Context: an optimization exercise on an open-source flow, tuned for small area, a short achievable clock period and few clock cycles per item. The choices shown serve that exercise and are no tape-out recipe.
In this exercise RTL edits were held to simulation tests only and were not proved equivalent to the original.
Power and IR drop assume default switching activity.

===== design/flow/design.v =====
module rng(clk, reset, o, x);
   input clk;
   input reset;
   output [127:0] o;
   output [127:0] x;
   localparam [127:0] RULE150 = 128'b00000000000000000001000000000000000000000000000000000000000000000000000000000000000000000000000100000000100000000000000000000000;
   localparam [127:0] SEED    = 128'h9e3779b97f4a7c15f39cc0605cedc835;
   reg  [127:0] s;
   assign x = {s[126:0], 1'b0} ^ {1'b0, s[127:1]};
   always @(posedge clk, posedge reset)
     if (reset) s <= SEED;
     else       s <= x ^ (s & RULE150);
   assign o = s;
endmodule
module sbox_g(a, b, m3, m4, n1, y1, y2, y3);
   input  [3:0] a;       
   input  [3:0] b;       
   input  [3:0] m3, m4;  
   input  [3:0] n1;      
   output [3:0] y1, y2, y3;
   wire [3:0] n2 = a ^ m4;
   wire [3:0] n3 = b ^ m3;
   function [3:0] H;
      input [3:0] p;
      input [3:0] q;
      reg ap, aq;
      begin
         ap = p[2] ^ p[1];
         aq = q[2] ^ q[1];
         H[3] = ap ^ p[0];
         H[2] = ap;
         H[1] = p[3] ^ p[1] ^ (ap & (p[0] ^ q[0])) ^ (aq & p[0]);
         H[0] = p[0] ^ (p[3] & (ap ^ aq)) ^ (q[3] & ap) ^
                (p[2] & (p[1] ^ q[1])) ^ (q[2] & p[1]);
      end
   endfunction
   assign y1 = H(n2, n3) ^ 4'b0111;
   assign y2 = H(n3, n1);
   assign y3 = H(n1, n2);
endmodule
module sbox_f(y1, y2, y3, a, b);
   input  [3:0] y1, y2, y3;
   output [3:0] a, b;
   function [3:0] K;
      input [3:0] p;
      input [3:0] q;
      reg t, u;
      begin
         t = p[0] ^ q[0];
         u = (p[3] & t) ^ (q[3] & p[0]);
         K[1] = p[2] ^ p[1] ^ u;
         K[3] = p[2] ^ p[1] ^ p[0] ^ u;
         K[2] = p[3] ^ (p[1] & t) ^ (q[1] & p[0]);
         K[0] = p[1] ^ (p[2] & t) ^ (q[2] & p[0]);
      end
   endfunction
   assign a = K(y3, y2);
   assign b = K(y1, y3) ^ K(y2, y1);
endmodule
module led_serial
   (
    clk,
    reset,
    keyi,
    datai,
    dataq,
    start,
    done);
   input          clk;
   input          reset;
   input  [127:0] keyi;
   input  [ 63:0] datai;
   output [ 63:0] dataq;
   input          start;
   output         done;
   wire [127:0] g, gx;
   rng u_rng (.clk(clk), .reset(reset), .o(g), .x(gx));
   reg        done_r;    
   reg        first;     
   reg        gph;       
   reg        fph;       
   reg        fin;       
   reg  [5:0] rc;        
   reg  [1:0] rs;        
   reg        ak;        
   wire go   = done_r & start;
   wire last = (rc == 6'h04);       
   wire stp  = fph & ~last & (rs == 2'h3);    
   always @(posedge clk, posedge reset)
     if (reset) begin
        done_r <= 1'b1;
        first  <= 1'b0;
        gph    <= 1'b0;
        fph    <= 1'b0;
        fin    <= 1'b0;
        rc     <= 6'h0;
        rs     <= 2'h0;
        ak     <= 1'b0;
     end else begin
        done_r <= (done_r & ~start) | fin;
        first  <= go;
        gph    <= go | (fph & ~last);
        fph    <= gph;
        fin    <= fph & last;
        ak     <= go | stp | (fph & last);
        if (go) begin
           rc <= 6'h1;
           rs <= 2'h0;
        end else if (fph) begin
           rc <= {rc[4:0], ~(rc[5] ^ rc[4])};
           rs <= rs + 2'h1;
        end
     end
   assign done = done_r;
   reg  [127:0] kr0, kr1;
   always @(posedge clk) begin
      kr0 <= done_r ? (keyi ^ g) : {kr0[119:0], kr0[127:120]};
      kr1 <= done_r ? g          : {kr1[119:0], kr1[127:120]};
   end
   reg  [63:0] s0, s1;
   wire [63:0] u0  = first ? datai : s0;
   wire [63:0] u1  = s1 & {64{~first}};
   wire [63:0] k0  = {64{ak}} & kr0[127:64];
   wire [63:0] k1  = {64{ak}} & kr1[127:64];
   wire [5:0]  rcg = gph ? rc : 6'h0;
   reg  [63:0] ac;
   always @(*) begin
      ac = 64'h0;
      ac[63-4*(0) -: 4]  = {gph, 3'b000};
      ac[63-4*(1) -: 4]  = {1'b0, rcg[5:3]};
      ac[63-4*(4) -: 4]  = {gph, 2'b00, gph};
      ac[63-4*(5) -: 4]  = {1'b0, rcg[2:0]};
      ac[63-4*(8) -: 4]  = {2'b00, gph, 1'b0};
      ac[63-4*(9) -: 4]  = {1'b0, rcg[5:3]};
      ac[63-4*(12) -: 4] = {2'b00, gph, gph};
      ac[63-4*(13) -: 4] = {1'b0, rcg[2:0]};
   end
   wire [63:0] t0  = u0 ^ k0 ^ ac;
   wire [63:0] t1  = u1 ^ k1;
   reg  [63:0] y1, y2, y3;
   wire [63:0] y1n, y2n, y3n;
   wire [63:0] f0, f1;
   genvar i;
   generate
      for (i = 0; i < 16; i = i + 1) begin : sb
         sbox_g ug (.a(t0[63-4*(i) -: 4]), .b(t1[63-4*(i) -: 4]),
                    .m4({g[8*i+0], g[8*i+1], g[8*i+4], g[8*i+5]}),
                    .m3({g[8*i+2], g[8*i+3], g[8*i+6], g[8*i+7]}),
                    .n1({gx[8*i+1], gx[8*i+2], gx[8*i+5], gx[8*i+6]}),
                    .y1(y1n[63-4*(i) -: 4]), .y2(y2n[63-4*(i) -: 4]), .y3(y3n[63-4*(i) -: 4]));
         sbox_f uf (.y1(y1[63-4*(i) -: 4]), .y2(y2[63-4*(i) -: 4]), .y3(y3[63-4*(i) -: 4]),
                    .a(f0[63-4*(i) -: 4]), .b(f1[63-4*(i) -: 4]));
      end
   endgenerate
   always @(posedge clk) begin
      y1 <= y1n;
      y2 <= y2n;
      y3 <= y3n;
   end
   function [3:0] gm2;
      input [3:0] d;
      gm2 = {d[2], d[1], d[3] ^ d[0], d[3]};
   endfunction
   function [63:0] srmc;
      input [63:0] x;
      reg [3:0] c0, c1, c2, c3, n;
      integer j, k;
      begin
         srmc = 64'h0;
         for (j = 0; j < 4; j = j + 1) begin
            c0 = x[63-4*(j) -: 4];
            c1 = x[63-4*(4 + ((j + 1) % 4)) -: 4];
            c2 = x[63-4*(8 + ((j + 2) % 4)) -: 4];
            c3 = x[63-4*(12 + ((j + 3) % 4)) -: 4];
            for (k = 0; k < 4; k = k + 1) begin
               n = gm2(gm2(c0)) ^ c1 ^ gm2(c2) ^ gm2(c3);
               c0 = c1; c1 = c2; c2 = c3; c3 = n;
            end
            srmc[63-4*(j) -: 4]      = c0;
            srmc[63-4*(4 + j) -: 4]  = c1;
            srmc[63-4*(8 + j) -: 4]  = c2;
            srmc[63-4*(12 + j) -: 4] = c3;
         end
      end
   endfunction
   always @(posedge clk) begin
      s0 <= srmc(f0);
      s1 <= srmc(f1);
   end
   reg [63:0] dq;
   always @(posedge clk)
     if (fin) dq <= t0 ^ t1;
   assign dataq = dq;
endmodule

===== design/flow/run.sh =====
#!/bin/bash
# synth_recipe.tcl (not shown) runs the flow's synth.tcl, then flattens the netlist and writes it again
# the make line also repeats each setting of config.mk as NAME=value (left out here)
make -C /OpenROAD-flow-scripts/flow DESIGN_CONFIG=/design/flow/config.mk WORK_HOME=/design/flow/orfs CLKGATE_MAP_FILE= SYNTH_SCRIPT=/design/flow/synth_recipe.tcl finish

===== design/flow/config.mk =====
export PLATFORM = sky130hd
export DESIGN_NAME = led_serial
export DESIGN_NICKNAME = led_serial
export VERILOG_FILES = /design/flow/design.v
export SDC_FILE = /design/flow/constraint.sdc
export NUM_CORES = 4
export LEC_CHECK = 0
export CAP_MARGIN = 20
export CORE_MARGIN = 2
export CORE_UTILIZATION = 60
export CTS_CLUSTER_DIAMETER = 80
export CTS_CLUSTER_SIZE = 20
export GPL_ROUTABILITY_DRIVEN = 0
export PLACE_DENSITY = 0.75
export SETUP_SLACK_MARGIN = 2.8
export SLEW_MARGIN = 20

===== design/flow/constraint.sdc =====
create_clock -name core_clock -period 6.0 [get_ports {clk}]
set_input_delay 1.2000 -clock core_clock [delete_from_list [all_inputs] [get_ports {clk}]]
set_output_delay 1.2000 -clock core_clock [all_outputs]
set_load 0.01 [all_outputs]

==> impl_metrics.json, run 1 <==
{
  "most_used_cells_in_the_layout_excluding_fill_and_tap_cells": "xnor2_1 (1262), dfxtp_1 (527), nand2_1 (431)",
  "rsz0062_at_grt": "true",
  "cellLeakagePower_uw": 0.0204,
  "clkTransAtPathRegs_ns": 0.09,
  "fin_crit_sh_pct": 52.7,
  "cts.root.buffer_cell": "clkbuf_16",
  "syn_to_final_growth_pct": 13.0,
  "drt-pass1-iter-count": 6,
  "finalHoldViolations": 0,
  "final_setup_violation_count": 0,
  "syn-instance-count": 4974,
  "end_point_of_the_worst_hold_path": "fph",
  "post_route_drc_violation_count": 0,
  "floorplan.initialDensity_pct": 60.9,
  "synth_cell_types": 79,
  "worstRegToRegCells": 8,
  "drt_iter0_drcs": 3653,
  "design.core.area_sq_um": 77700,
  "grt_max_degree": 93,
  "avgSynthCellArea_sq_um": 9.51,
  "worst_setup_path_class": "reg -> reg",
  "worst_skew_pair.late_latency_ns": 0.64,
  "postSynth.topFlopCell": "dfxtp_1",
  "placement_rows": 102,
  "detailed_place_hpwl_mm": 109,
  "synth.net_count": 5171,
  "htree_levels": 2,
  "power_uw": 9000,
  "worstPathMaxFanout": 4,
  "netlist_area_sq_um": 47300,
  "hold_depth": 0,
  "grt_first_pass_wirelength_mm": 208,
  "power_per_cell_area_nw_per_um2": 168,
  "clock_sinks": 782,
  "synthTopCellsByArea": "xnor2_1 (26%), dfxtp_1 (24%), xor2_1 (7.7%), edfxtp_1 (4.1%), dfstp_2 (3.9%)",
  "die_height_um": 285,
  "final_worst_clock_skew_ns": 0.0277,
  "drive_gt1_share_pct": 11.2,
  "overflow": 0,
  "final.fill_count": 6010,
  "final_nets": 5254,
  "yosysWarnings": 4,
  "maxSlewViolCount": 0,
  "start_kind": "register",
  "synth-seq-cells": 782,
  "run_status": "timing/DRC/antenna clean",
  "grt_util_all_layers_pct": 34.1,
  "asyncSetResetFlopFracSynth_pct": 18.2,
  "synth_top_cell_by_area": "xnor2_1",
  "die-width_um": 285,
  "cp.required_ns": 6.51,
  "achievable-frequency_mhz": 316,
  "post_drt_via_cell_ratio": 5.68,
  "routed-via-count": 34900,
  "postRouteWirelength_mm": 143,
  "max-clock-path-buffers": 3,
  "min_path_type": "reg -> reg",
  "cts_tree": "yes",
  "cts_made_buffers": 47,
  "hold_start": "gph",
  "synth.yosys.seq_area_share_pct": 36.1,
  "drt-wirelength-per-cell_um": 23.4,
  "arrival_worst_endpoint_ns": 3.67,
  "r2r_setup_slack_ns": 2.84,
  "largest_voltage_drop_on_the_vdd_net_mv": 0.212,
  "pin_count": 260,
  "io_buffers": 259,
  "fin_setup_tns_ns": 0,
  "fp.dieArea_sq_um": 81100,
  "slew_headroom_pct": 31.5,
  "synth_edf_count": 64,
  "maxCapViolations": 0,
  "grt_pass1_vias": 32900,
  "max_slew.worst_pin.slew_ns": 1.02,
  "layout.cells.most_common": "xnor2_1",
  "period_minus_slack_ns": 3.16,
  "rr_endpoint": "s1[15]",
  "endpoint_kind": "register",
  "holdBufCountCts": 0,
  "detail-route-antenna-nets": 0,
  "synth_top_area_share_pct": 25.5,
  "initial_antenna_violation_count": 7,
  "timing.rr.start": "y1[1]"
}
worst max path at each step:
| stage | startpoint | endpoint | cells past startpoint |
|---|---|---|---|
| after floorplan | datai[13] | y3[13] | 9 |
| after global placement | datai[45] | y1[44] | 10 |
| after detailed placement | datai[45] | y1[44] | 8 |
| after CTS | datai[5] | y3[5] | 10 |
| after global routing | datai[37] | y1[36] | 9 |
| final | y1[1] | s1[15] | 8 |
layer usage:
metal	GRT usage, %	routed length, um	part of all wire (%)
met1	46.2	59000	41
met2	53.6	64100	45
met3	4.70	11600	8.1
met4	17.3	8650	6.0
met5	0	0	0
what timing repair did:
action,CTS,global route
buffers inserted,20,13
gates cloned,0,0
setup endpoints to repair,131,88
gates resized for setup,106,129
pin swaps,8,21
worst max-delay path: stages, from the launching register on:
cell and delay, ns:
dfxtp_1 0.37, xnor2_1 0.33, xnor2_1 0.18, xnor2_2 0.36, xnor2_4 0.18, xnor3_1 0.43
xnor3_2 0.42, xnor3_2 0.35, xnor3_1 0.43
cell families (layout without fill, tap and decap cells):
logic type / after synthesis / after routing / synth area share (%)
XOR/XNOR: 1868 / 1868 / 36.5
multiplexers: 266 / 266 / 5.98
flip-flops: 782 / 782 / 36.1
buffers and inverters: 404 / 526 / 3.43
AO/OA/AOI/OAI: 644 / 644 / 8.28
other: 0 / 1 / 0
adder cells (fa/ha/maj): 2 / 2 / 0.0529
AND/OR/NAND/NOR: 1008 / 1008 / 9.61
state kept, by name, indices dropped and copies added (netlist names):
register  cells
kr1         128
y2           64
done_r        1
y1           64
first         1
y3           64
dq           64
rs            2
rc            6
s0           64
fph           1
ak            1
fin           1
gph           1
s1           64
u_rng.s     128
kr0         128
stage by stage:
stage	utilization, %	hold slack [ns]	instances	cell area, sq um	worst slack [ns]
2_1_floorplan	-	0.353	4974	47300	2.85
3_3_place_gp	64.7	0.355	6014	50300	1.95
3_5_place_dp	64.7	0.367	6014	50300	1.88
4_1_cts	67.6	0.389	6122	52500	2.80
5_1_grt	68.8	0.394	6136	53500	2.76
6_report	68.8	0.389	6137	53500	2.84
final cells by class:
| cell class | instances | area [sq um] | area share, % |
|---|---|---|---|
| sequential | 782 | 17200 | 32.2 |
| antenna | 1 | 2.50 | 0.00468 |
| timing repair buffer | 312 | 3160 | 5.92 |
| multi-input combinational | 3788 | 29900 | 55.9 |
| clock buffer | 77 | 1320 | 2.47 |
| inverter | 126 | 477 | 0.891 |
| clock inverter | 11 | 144 | 0.269 |
| tap | 1040 | 1300 | 2.43 |
synthesized netlist by cell type (7+ instances only):
library cell and count:
a211oi_1 16, a21oi_1 228, a22oi_1 39, a32o_1 11, a32oi_1 36, and3_1 11, buf_1 19, buf_2 51
clkbuf_1 198, dfrtp_1 72, dfstp_2 70, dfxtp_1 576, edfxtp_1 64, inv_1 124, mux2_2 135, mux2i_1 131
nand2_1 431, nand2b_1 90, nand3_1 28, nor2_1 274, nor2b_1 102, nor3_1 24, o211ai_1 26, o21a_1 7
o21ai_0 186, o221ai_1 7, o22ai_1 28, or3_1 13, xnor2_1 1380, xnor2_2 13, xnor3_1 38, xor2_1 416
xor3_1 9
report_power, final:
group / switching (uW) / internal [uW] / leakage (uW)
sequential: 0 / 5260 / 0.00697
combinational: 98.7 / 141 / 0.0127
clock: 1880 / 1620 / 0.000706
total: 1980 / 7020 / 0.0204
Testbench counts, summed over its fixed seeds: cycles 4,704, items 48.
==> run 2, diff against run 1 <==
--- a/design/flow/design.v
+++ b/design/flow/design.v
@@ -82,10 +82,9 @@
    reg        fin;       
    reg  [5:0] rc;        
    reg  [1:0] rs;        
-   reg        ak;        
+   reg        akf;       
    wire go   = done_r & start;
    wire last = (rc == 6'h04);       
-   wire stp  = fph & ~last & (rs == 2'h3);    
    always @(posedge clk, posedge reset)
      if (reset) begin
         done_r <= 1'b1;
@@ -95,14 +94,14 @@
         fin    <= 1'b0;
         rc     <= 6'h0;
         rs     <= 2'h0;
-        ak     <= 1'b0;
+        akf    <= 1'b0;
      end else begin
         done_r <= (done_r & ~start) | fin;
         first  <= go;
         gph    <= go | (fph & ~last);
         fph    <= gph;
         fin    <= fph & last;
-        ak     <= go | stp | (fph & last);
+        akf    <= gph & (rs == 2'h3);
         if (go) begin
            rc <= 6'h1;
            rs <= 2'h0;
@@ -118,25 +117,22 @@
       kr1 <= done_r ? g          : {kr1[119:0], kr1[127:120]};
    end
    reg  [63:0] s0, s1;
-   wire [63:0] u0  = first ? datai : s0;
-   wire [63:0] u1  = s1 & {64{~first}};
-   wire [63:0] k0  = {64{ak}} & kr0[127:64];
-   wire [63:0] k1  = {64{ak}} & kr1[127:64];
-   wire [5:0]  rcg = gph ? rc : 6'h0;
+   wire [63:0] u0  = first ? (datai ^ kr0[127:64]) : s0;
+   wire [63:0] u1  = first ? kr1[127:64]           : s1;
    reg  [63:0] ac;
    always @(*) begin
       ac = 64'h0;
-      ac[63-4*(0) -: 4]  = {gph, 3'b000};
-      ac[63-4*(1) -: 4]  = {1'b0, rcg[5:3]};
-      ac[63-4*(4) -: 4]  = {gph, 2'b00, gph};
-      ac[63-4*(5) -: 4]  = {1'b0, rcg[2:0]};
-      ac[63-4*(8) -: 4]  = {2'b00, gph, 1'b0};
-      ac[63-4*(9) -: 4]  = {1'b0, rcg[5:3]};
-      ac[63-4*(12) -: 4] = {2'b00, gph, gph};
-      ac[63-4*(13) -: 4] = {1'b0, rcg[2:0]};
+      ac[63-4*(0) -: 4]  = 4'h8;
+      ac[63-4*(1) -: 4]  = {1'b0, rc[5:3]};
+      ac[63-4*(4) -: 4]  = 4'h9;
+      ac[63-4*(5) -: 4]  = {1'b0, rc[2:0]};
+      ac[63-4*(8) -: 4]  = 4'h2;
+      ac[63-4*(9) -: 4]  = {1'b0, rc[5:3]};
+      ac[63-4*(12) -: 4] = 4'h3;
+      ac[63-4*(13) -: 4] = {1'b0, rc[2:0]};
    end
-   wire [63:0] t0  = u0 ^ k0 ^ ac;
-   wire [63:0] t1  = u1 ^ k1;
+   wire [63:0] t0  = u0 ^ ac;
+   wire [63:0] t1  = u1;
    reg  [63:0] y1, y2, y3;
    wire [63:0] y1n, y2n, y3n;
    wire [63:0] f0, f1;
@@ -183,12 +179,14 @@
          end
       end
    endfunction
+   wire [63:0] kf0 = {64{akf}} & kr0[119:56];
+   wire [63:0] kf1 = {64{akf}} & kr1[119:56];
    always @(posedge clk) begin
-      s0 <= srmc(f0);
-      s1 <= srmc(f1);
+      s0 <= srmc(f0) ^ kf0;
+      s1 <= srmc(f1) ^ kf1;
    end
    reg [63:0] dq;
    always @(posedge clk)
-     if (fin) dq <= t0 ^ t1;
+     if (fin) dq <= s0 ^ s1;
    assign dataq = dq;
 endmodule
--- a/design/flow/config.mk
+++ b/design/flow/config.mk
@@ -8,9 +8,8 @@
 export CAP_MARGIN = 20
 export CORE_MARGIN = 2
 export CORE_UTILIZATION = 60
-export CTS_CLUSTER_DIAMETER = 80
-export CTS_CLUSTER_SIZE = 20
-export GPL_ROUTABILITY_DRIVEN = 0
+export CTS_CLUSTER_DIAMETER = 100
+export CTS_CLUSTER_SIZE = 24
 export PLACE_DENSITY = 0.75
-export SETUP_SLACK_MARGIN = 2.8
+export SETUP_SLACK_MARGIN = 2.5
 export SLEW_MARGIN = 20
==> run 2 against run 1 <==
Effect of this change:
- power shrank 3.8%
- synthesized cell count fell by 2.3%
- critical endpoint is now s1[6]
- flip-flop and latch count unchanged
- first-iteration DRC count fell by 1.8%
- sequential share of layout area is 0.91 points higher
- synthesized area is 0.71% lower
- critical path type unchanged
- cell area decreased by 3.0%
- largest cell class unchanged
- clock power down about 10%
- non-clock buffer count decreased by 19
- cell count down 2.7%
==> impl_metrics.json, run 2 <==
{
  "post_drt_via_cell_ratio": 5.79,
  "max-clock-path-buffers": 3,
  "htree_levels": 2,
  "placement_rows": 102,
  "fin_crit_sh_pct": 56.8,
  "die_height_um": 284,
  "yosysWarnings": 4,
  "endpoint_kind": "register",
  "design.core.area_sq_um": 77500,
  "drt_iter0_drcs": 3589,
  "largest_voltage_drop_on_the_vdd_net_mv": 0.210,
  "route.met3.wl_mm": 12.9,
  "route.layer.met1.wl_mm": 63.5,
  "overflow": 0,
  "final_core_util_pct": 67.0,
  "arrival_worst_endpoint_ns": 3.91,
  "slew_headroom_pct": 26.2,
  "clkTransAtPathRegs_ns": 0.10,
  "synth-seq-cells": 782,
  "detailroute.wirelength.met2_mm": 64.4,
  "top_layer_used": "met5",
  "maxSlewViolCount": 0,
  "period_minus_slack_ns": 3.41,
  "cts.root.buffer_cell": "clkbuf_16",
  "synth_edf_count": 64,
  "synth_top_cells_by_count": "xnor2_1 (1138), dfxtp_1 (576), xor2_1 (498)",
  "clock_sinks": 782,
  "max_slew.worst_pin.slew_ns": 1.11,
  "top_regs": "kr0 x128, kr1 x128, u_rng.s x128",
  "grt_first_pass_wirelength_mm": 215,
  "achievable-frequency_mhz": 293,
  "holdBufCountCts": 0,
  "final.fill_count": 6253,
  "most_used_cells_in_the_layout_excluding_fill_and_tap_cells": "xnor2_1 (1096), dfxtp_1 (547), xor2_1 (486)",
  "worst_skew_pair.late_latency_ns": 0.63,
  "synth_most_common_cell": "xnor2_1",
  "worst_setup_path_class": "reg -> reg",
  "maxCapViolations": 0,
  "postSynth.topFlopCell": "dfxtp_1",
  "drive_gt1_share_pct": 9.25,
  "power_per_cell_area_nw_per_um2": 167,
  "final_setup_violation_count": 0,
  "cts_tree": "yes",
  "postRouteWirelength_mm": 150,
  "detailed_place_hpwl_mm": 117,
  "floorplan.initialDensity_pct": 60.6,
  "syn-instance-count": 4858,
  "grt_pass1_vias": 32300,
  "grt_max_degree": 194,
  "final_nets": 5094,
  "hold_slack_ns": 0.382,
  "final_worst_clock_skew_ns": 0.0312,
  "cellLeakagePower_uw": 0.0208,
  "synth.net_count": 5055,
  "fin_setup_tns_ns": 0,
  "layout.cells.most_common": "xnor2_1",
  "run_status": "timing/DRC/antenna clean",
  "initial_antenna_violation_count": 4,
  "min_path_type": "reg -> reg",
  "netlist_area_sq_um": 47000,
  "routed-via-count": 34600,
  "synthTopCellsByArea": "dfxtp_1 (25%), xnor2_1 (21%), xor2_1 (9.3%), edfxtp_1 (4.1%), dfstp_2 (3.9%)",
  "detail-route-antenna-nets": 0,
  "rsz0062_at_grt": "false",
  "worstPathMaxFanout": 6,
  "drt-wirelength-per-cell_um": 25.1,
  "finalHoldViolations": 0,
  "drt-pass1-iter-count": 6,
  "synth_top_cell_by_area": "dfxtp_1",
  "routability_driven_placement_congestion_ratio": 1.05,
  "io_buffers": 259,
  "avgSynthCellArea_sq_um": 9.67,
  "pin_count": 260,
  "start_kind": "register",
  "cts_made_buffers": 39,
  "die-width_um": 284,
  "synth_top_area_share_pct": 24.5,
  "grt_util_all_layers_pct": 36.0,
  "power_uw": 8660,
  "fin_ws_ns": 2.59,
  "synth.yosys.seq_area_share_pct": 36.4,
  "fp.dieArea_sq_um": 80600,
  "cp.required_ns": 6.50,
  "syn_to_final_growth_pct": 10.4,
  "synth_cell_types": 83,
  "detailedPlace.worstSlack_ns": 1.98,
  "post_route_drc_violation_count": 0,
  "asyncSetResetFlopFracSynth_pct": 18.2
}
==> run 2: timing repair <==
item / in CTS / in global routing
gates resized for setup: 48 / 59
buffers inserted: 4 / 15
setup endpoints to repair: 61 / 64
pin swaps: 3 / 14
==> run 2: worst paths after layout <==
kind | start | endpoint | slack, ns | cells past startpoint
max in group asynchronous | reset | u_rng.s[87] | 4.03 | 3
hold reg to reg | gph | fph | 0.38 | 0
setup / recovery | y1[31] | s1[6] | 2.59 | 8
hold / removal | gph | fph | 0.38 | 0
min in group asynchronous | reset | u_rng.s[6] | 1.06 | 3
setup reg to reg | y1[31] | s1[6] | 2.59 | 8
==> run 2: kinds of logic (layout without fill, tap and decap cells) <==
family	after synthesis	count (layout)	synth area share, %
mux	304	304	6.87
xor+xnor	1745	1745	35.4
other cells	0	2	0
fa+ha+maj	2	2	0.0533
compound gates	692	692	9.05
simple gates	937	937	8.87
flops	782	782	36.4
buf+inv	396	466	3.33
==> run 2: where the power goes <==
part           internal, uW  switching (uW)  leakage, uW
sequential             5260               0      0.00704
combinational           153             102       0.0132
clock                  1350            1790     0.000579
==> run 2: metrics by stage <==
step	instances	cell area (sq um)
finish	5970	51900
detailed placement	5877	49900
CTS	5953	51400
global route	5968	51900
global placement	5877	49900
floorplan	4858	47000
==> run 2: worst max-delay path: stages, from the launching register on <==
cell and delay (ns):
dfxtp_1 0.46, mux2_2 0.36, a32o_1 0.22, xnor3_1 0.48
xor2_1 0.36, xnor3_2 0.44, xor2_4 0.30, xnor3_1 0.52
xnor2_1 0.16
==> run 2: area by class of cell <==
class	count	area (sq um)	area share, %
antenna	2	5.00	0.00965
clock buffer	65	1110	2.15
sequential	782	17200	33.1
inverter	101	383	0.738
multi-input combinational	3680	28900	55.6
timing repair buffer	293	2970	5.72
clock inverter	7	91.3	0.176
tap	1040	1300	2.51
==> run 2: metal layers <==
metal,GRT usage [%],up-vias
met2,54.5,1560
met3,5.58,251
li1,-,16000
met5,0,-
met1,50.1,16700
met4,17.8,4
Testbench counts of run 2, summed over its fixed seeds: cycles 4,704, items 48.
==> run 3, diff against run 2 <==
--- a/design/flow/config.mk
+++ b/design/flow/config.mk
@@ -11,5 +11,5 @@
 export CTS_CLUSTER_DIAMETER = 100
 export CTS_CLUSTER_SIZE = 24
 export PLACE_DENSITY = 0.75
-export SETUP_SLACK_MARGIN = 2.5
+export SETUP_SLACK_MARGIN = 3.0
 export SLEW_MARGIN = 20
==> run 3 against run 2 <==
Effect of this change:
- fmax up 9.1%
- clock skew up 0.0011 ns
- first-iteration DRC count up 14%
==> impl_metrics.json, run 3 <==
{
  "finalHoldViolations": 0,
  "cellLeakagePower_uw": 0.0231,
  "cts.root.buffer_cell": "clkbuf_16",
  "layout.cells.most_common": "xnor2_1",
  "worstPathMaxFanout": 7,
  "max-clock-path-buffers": 3,
  "fin_setup_tns_ns": 0,
  "syn_to_final_growth_pct": 20.2,
  "drive_gt1_share_pct": 20.9,
  "final_nets": 5321,
  "syn-instance-count": 4858,
  "slew_headroom_pct": 31.2,
  "slowest_stage": "xnor3_2",
  "period_minus_slack_ns": 3.12,
  "floorplan.initialDensity_pct": 60.6,
  "min_path_type": "reg -> reg",
  "cts_made_buffers": 39,
  "synth.yosys.seq_area_share_pct": 36.4,
  "post_drt_via_cell_ratio": 5.87,
  "io_buffers": 259,
  "fp.dieArea_sq_um": 80600,
  "netlist_area_sq_um": 47000,
  "grt_first_pass_wirelength_mm": 220,
  "yosysWarnings": 4,
  "run_status": "timing/DRC/antenna clean",
  "die_height_um": 284,
  "avgSynthCellArea_sq_um": 9.67,
  "routability_driven_placement_congestion_ratio": 1.03,
  "holdBufCountCts": 0,
  "initial_antenna_violation_count": 0,
  "hold_start": "gph",
  "most_used_cells_in_the_layout_excluding_fill_and_tap_cells": "xnor2_1 (941), dfxtp_1 (482), xor2_1 (424)",
  "post_route_drc_violation_count": 0,
  "synthTopCellsByArea": "dfxtp_1 (25%), xnor2_1 (21%), xor2_1 (9.3%), edfxtp_1 (4.1%), dfstp_2 (3.9%)",
  "worst_setup_path_class": "reg -> reg",
  "cts_tree": "yes",
  "achievable-frequency_mhz": 320,
  "maxCapViolations": 0,
  "clkTransAtPathRegs_ns": 0.11,
  "power_uw": 8680,
  "routed-via-count": 36400,
  "clock_sinks": 782,
  "crit_family": "XOR/XNOR gates",
  "asyncSetResetFlopFracSynth_pct": 18.2,
  "drt-pass1-iter-count": 6,
  "synth_cell_types": 83,
  "rsz0062_at_grt": "true",
  "synth_top_cells_by_count": "xnor2_1 (1138), dfxtp_1 (576), xor2_1 (498)",
  "r2r_setup_slack_ns": 2.88,
  "grt_util_all_layers_pct": 36.9,
  "max_slew.worst_pin.slew_ns": 1.02,
  "grt_max_degree": 159,
  "power_per_cell_area_nw_per_um2": 154,
  "cp.required_ns": 6.51,
  "synth_edf_count": 64,
  "crit_path_start": "y2[29]",
  "synth_most_common_cell": "xnor2_1",
  "arrival_worst_endpoint_ns": 3.63,
  "die-width_um": 284,
  "overflow": 0,
  "synth_top_cell_by_area": "dfxtp_1",
  "top_regs": "kr0 x128, kr1 x128, u_rng.s x128",
  "maxSlewViolCount": 0,
  "pin_count": 260,
  "synth-seq-cells": 782,
  "drt_iter0_drcs": 4084,
  "worst_skew_pair.late_latency_ns": 0.62,
  "detailed_place_hpwl_mm": 116,
  "critical_path.max_stage_delay_ns": 0.60,
  "design.core.area_sq_um": 77500,
  "final_setup_violation_count": 0,
  "placement_rows": 102,
  "endpoint_kind": "register",
  "htree_levels": 2,
  "postSynth.topFlopCell": "dfxtp_1",
  "fin_crit_sh_pct": 52.1,
  "postRouteWirelength_mm": 158,
  "synth.net_count": 5055,
  "drt-wirelength-per-cell_um": 25.5,
  "worstPathCellList": "xor2_4, xnor2_2, xnor3_2, xor2_4, xnor3_2, xor2_4, xnor3_2, xnor2_1",
  "grt_pass1_vias": 32900,
  "largest_voltage_drop_on_the_vdd_net_mv": 0.203,
  "start_kind": "register",
  "final_worst_clock_skew_ns": 0.0323,
  "detail-route-antenna-nets": 0,
  "timing.rr.start": "y2[29]",
  "synth_top_area_share_pct": 24.5,
  "worst-path-buf-inv": 0
}
-- run 3: final cells by class --
type,count,area (sq um)
diodes,4,10.0
multi-input cells,3680,31500
well taps,1040,1300
inverters,101,383
clock buffers,68,1170
clock inverters,3,32.5
repair buffers,520,4760
flip-flops and latches,782,17300
fillers,5644,21000
-- run 3: path summary, 6_finish.rpt --
check | end | depth (start not counted)
setup / recovery | s1[6] | 8
setup reg to reg | s1[6] | 8
max in group asynchronous | fin | 3
hold reg to reg | fph | 0
hold / removal | fph | 0
min in group asynchronous | u_rng.s[6] | 3
-- run 3: kinds of logic after synthesis --
kind of cell,count (synthesis),synth area share (%)
AOI/OAI and AO/OA,692,9.05
xor gates and xnor gates,1745,35.4
adders and majority gates,2,0.0533
buffers and inverters,396,3.33
DFF,782,36.4
muxes,304,6.87
and+or+nand+nor,937,8.87
-- run 3: through the flow --
stage	cell area, sq um	std cells	hold WS [ns]	worst slack, ns	util [%]
5_1_grt	56400	6194	0.383	2.85	72.9
4_1_cts	53900	6049	0.372	2.98	69.6
3_5_place_dp	49900	5880	0.360	2.00	64.4
6_report	56500	6198	0.367	2.88	72.9
2_1_floorplan	47000	4858	0.346	3.01	-
3_3_place_gp	49900	5880	0.358	2.02	64.4
-- run 3: where the power goes --
| part | internal, uW | switching [uW] | total, uW |
|---|---|---|---|
| Sequential | 5240 | 0 | 5240 |
| Clock | 1350 | 1830 | 3180 |
| Combinational | 154 | 102 | 256 |
-- run 3: metal layers --
| metal | vias up | wire length (um) | track usage, % |
|---|---|---|---|
| li1 | 16500 | - | - |
| met1 | 17600 | 64600 | 52.3 |
| met2 | 1945 | 67300 | 54.3 |
| met3 | 359 | 16100 | 6.62 |
| met4 | 0 | 10000 | 18.3 |
| met5 | - | 0 | 0 |
-- run 3: timing repair --
action / 4_1_cts / 5_1_grt
resized for setup: 361 / 272
endpoints found under the setup margin: 219 / 116
pin swaps: 86 / 111
setup buffers: 98 / 145
hold endpoints to repair: 0 / 0
==> run 4, diff against run 3 <==
--- a/design/flow/config.mk
+++ b/design/flow/config.mk
@@ -11,5 +11,5 @@
 export CTS_CLUSTER_DIAMETER = 100
 export CTS_CLUSTER_SIZE = 24
 export PLACE_DENSITY = 0.75
-export SETUP_SLACK_MARGIN = 3.0
+export SETUP_SLACK_MARGIN = 2.8
 export SLEW_MARGIN = 20
==> run 4 against run 3 <==
Effect of this change:
- synthesized area unchanged
- sequential power is essentially flat
- non-clock buffer count decreased by 160
- worst setup slack got worse by 0.10 ns
- flip-flop and latch count did not move
- combinational power about the same
- cell count is 2.6% lower
- routed wire length is 3.4% lower
- clock skew increased by 0.0049 ns
- hold slack better by 0.013 ns
- via count fell by 3.7%
- largest cell class unchanged
- highest routed layer is now met5
==> impl_metrics.json, run 4 <==
{
  "synth-seq-cells": 782,
  "grt_max_degree": 194,
  "drt-pass1-iter-count": 6,
  "power_per_cell_area_nw_per_um2": 162,
  "timing.critical_path.mode_cell": "xnor2_1",
  "routed-via-count": 35100,
  "worst_skew_pair.late_latency_ns": 0.63,
  "fp.dieArea_sq_um": 80600,
  "rr_endpoint": "s0[29]",
  "clkTransAtPathRegs_ns": 0.10,
  "die-width_um": 284,
  "initial_antenna_violation_count": 5,
  "yosysWarnings": 4,
  "clock_power_share_pct": 36.4,
  "r2r_setup_slack_ns": 2.81,
  "multiInputGateArea_sq_um": 29900,
  "cp.required_ns": 6.50,
  "fin_crit_sh_pct": 53.8,
  "cts_made_buffers": 39,
  "register_area_sq_um": 17200,
  "asyncSetResetFlopFracSynth_pct": 18.2,
  "timing.rr.start": "y3[21]",
  "most_used_cells_in_the_layout_excluding_fill_and_tap_cells": "xnor2_1 (1027), dfxtp_1 (513), xor2_1 (446)",
  "synth_most_common_cell": "xnor2_1",
  "layout.cells.most_common": "xnor2_1",
  "fin_setup_tns_ns": 0,
  "period_minus_slack_ns": 3.23,
  "postSynth.topFlopCell": "dfxtp_1",
  "max_slew.worst_pin.slew_ns": 1.11,
  "postRouteWirelength_mm": 153,
  "design.core.area_sq_um": 77500,
  "slowest_stage": "xnor2_1",
  "hold_depth": 0,
  "worst-path-buf-inv": 1,
  "cts_tree": "yes",
  "grt_util_all_layers_pct": 36.5,
  "detail-route-antenna-nets": 0,
  "post_drt_via_cell_ratio": 5.81,
  "drive_gt1_share_pct": 14.0,
  "post_place_cell_area_sq_um": 49900,
  "drt_iter0_drcs": 3749,
  "pin_count": 260,
  "grt_pass1_vias": 32600,
  "power.switching_fraction_pct": 22.0,
  "achievable-frequency_mhz": 310,
  "synth_cell_types": 83,
  "netlist_area_sq_um": 47000,
  "min_path_type": "reg -> reg",
  "end_point_of_the_worst_hold_path": "fph",
  "max-clock-path-buffers": 3,
  "final.fill_count": 5998,
  "clock_sinks": 782,
  "final_nets": 5161,
  "synth_top_cell_by_area": "dfxtp_1",
  "final_worst_clock_skew_ns": 0.0372,
  "start_kind": "input pin",
  "rsz0062_at_grt": "true",
  "critical_path.max_stage_delay_ns": 0.73,
  "drt-wirelength-per-cell_um": 25.3,
  "final_setup_violation_count": 0,
  "placement_rows": 102,
  "power.net_switching_uw": 1900,
  "synth.yosys.seq_area_share_pct": 36.4,
  "crit_family": "XOR/XNOR gates",
  "floorplan.initialDensity_pct": 60.6,
  "cellLeakagePower_uw": 0.0216,
  "internal_cell_power_uw": 6760,
  "routability_driven_placement_congestion_ratio": 1.05,
  "endpoint_kind": "register",
  "worstPathMaxFanout": 7,
  "worstSetupPathDepth": 9,
  "synth_top_area_share_pct": 24.5,
  "maxSlewViolCount": 0,
  "io_buffers": 259,
  "slew_headroom_pct": 26.0,
  "top_regs": "kr0 x128, kr1 x128, u_rng.s x128",
  "synth_top_cells_by_count": "xnor2_1 (1138), dfxtp_1 (576), xor2_1 (498)",
  "cts.root.buffer_cell": "clkbuf_16",
  "synth.net_count": 5055,
  "worst_setup_path_class": "in -> reg",
  "hold_start": "gph",
  "arrival_worst_endpoint_ns": 3.72,
  "final_core_util_pct": 69.1,
  "post_route_drc_violation_count": 0,
  "largest_voltage_drop_on_the_vdd_net_mv": 0.210,
  "holdBufCountCts": 0,
  "worstPathCellList": "clkdlybuf4s50_1, xnor2_1, a21oi_1, xnor2_2, xnor2_1, xnor2_1, nand2_1, xor2_1, xnor2_1",
  "maxCapViolations": 0,
  "syn-instance-count": 4858,
  "overflow": 0,
  "run_status": "timing/DRC/antenna clean",
  "synth_edf_count": 64,
  "htree_levels": 2,
  "avgSynthCellArea_sq_um": 9.67,
  "syn_to_final_growth_pct": 14.0,
  "p_comb_share_pct": 2.9,
  "die_height_um": 284,
  "layout.cell_area.non_filler_sq_um": 53500,
  "grt_first_pass_wirelength_mm": 218,
  "synthTopCellsByArea": "dfxtp_1 (25%), xnor2_1 (21%), xor2_1 (9.3%), edfxtp_1 (4.1%), dfstp_2 (3.9%)",
  "worstRegToRegCells": 7,
  "power_frac_seq_pct": 60.7,
  "detailed_place_hpwl_mm": 117,
  "finalHoldViolations": 0
}
## run 4: cell counts after synthesis
Identical to the previous run, type by type.
## run 4: cells by family after synthesis
| kind of cell | count (synthesis) | share of synthesized area [%] |
|---|---|---|
| buffers and inverters | 396 | 3.33 |
| and+or+nand+nor | 937 | 8.87 |
| adders and majority gates | 2 | 0.0533 |
| xor gates and xnor gates | 1745 | 35.4 |
| muxes | 304 | 6.87 |
| AOI/OAI and AO/OA | 692 | 9.05 |
| DFF | 782 | 36.4 |
## run 4: how the worst max path moves through the flow
stage,from,endpoint,slack [ns]
finish,datai[9],y1[8],2.77
floorplan,y3[60],s1[29],2.88
detailed placement,y3[52],s0[6],1.98
CTS,y1[31],s1[7],2.77
global placement,y3[52],s0[6],1.99
global route,datai[33],y3[32],2.69
## run 4: stage by stage
| stage | instances | hold WS [ns] | setup WS [ns] | total power (uW) |
|---|---|---|---|---|
| finish | 6036 | 0.381 | 2.77 | 8660 |
| global placement | 5877 | 0.351 | 1.99 | 5630 |
| detailed placement | 5877 | 0.361 | 1.98 | 5630 |
| floorplan | 4858 | 0.346 | 2.88 | 5450 |
| global route | 6035 | 0.400 | 2.69 | 8860 |
| CTS | 5994 | 0.382 | 2.77 | 8680 |
## run 4: metal layers
metal | GRT usage, % | wire length, um | vias up
met5 | 0 | 39 | -
met4 | 17.8 | 9030 | 6
met3 | 5.56 | 13100 | 269
met2 | 55.4 | 66300 | 1620
met1 | 50.8 | 64200 | 17000
li1 | - | - | 16100
## run 4: cell type report
cell class | count | share of cell area, %
clock buffer | 65 | 2.08
inverter | 101 | 0.715
tap | 1040 | 2.43
antenna | 1 | 0.00467
multi-input combinational | 3680 | 55.9
clock inverter | 7 | 0.171
sequential | 782 | 32.2
timing repair buffer | 360 | 6.54
## run 4: what timing repair did
| action | 4_1_cts | 5_1_grt |
|---|---|---|
| endpoints found under the setup margin | 136 | 104 |
| buffers inserted | 45 | 41 |
| resized for setup | 163 | 152 |
| pin swaps | 36 | 34 |
## run 4: worst register-to-register path: stages (launching register included)
cell,delay (ns)
dfxtp_1,0.48
xor2_1,0.57
xor2_2,0.31
xnor2_2,0.18
xnor3_2,0.54
xnor2_2,0.27
xnor3_2,0.56
xnor2_1,0.17
## run 4: power groups by stage
stage               Combinational, uW  Clock [uW]  Sequential [uW]
global placement                  251           0             5380
finish                            255        3150             5260
floorplan                        70.6           0             5380
global route                      266        3340             5260
CTS                               253        3170             5260
detailed placement                251           0             5380

==> static timing again, ports no longer ideal <==
The results above use ideal ports. As a check the final layouts listed here were re-extracted and re-timed, cells and wires unchanged.
Step 1, drivers: a clkbuf_16 drives clk and a buf_2 each remaining input, both assumed.
Step 2 times the ports against the registers' clock, not the clock port: input delays grow and output delays shrink by t, the midpoint of the rising clock arrivals with the driver on.
Three values: ideal ports, drivers, drivers and shift; two values: the first two.
run | shift t [ns] | slack for setup (ns) | slew at the worst register clock pin (ns)
run 1 | 0.694 | 2.838 / 2.838 / 2.200 | 0.09 / 0.09
run 2 | 0.684 | 2.593 / 2.593 / 2.010 | 0.10 / 0.10
run 3 | 0.681 | 2.877 / 2.877 / 2.354 | 0.11 / 0.11
run 4 | 0.683 | 2.775 / 2.807 / 2.140 | 0.11 / 0.11
After both steps every run listed still meets setup and hold. For run 1, which loses most, drivers alone change the setup slack by 0.000 ns; drivers and shift together by -0.638 ns.
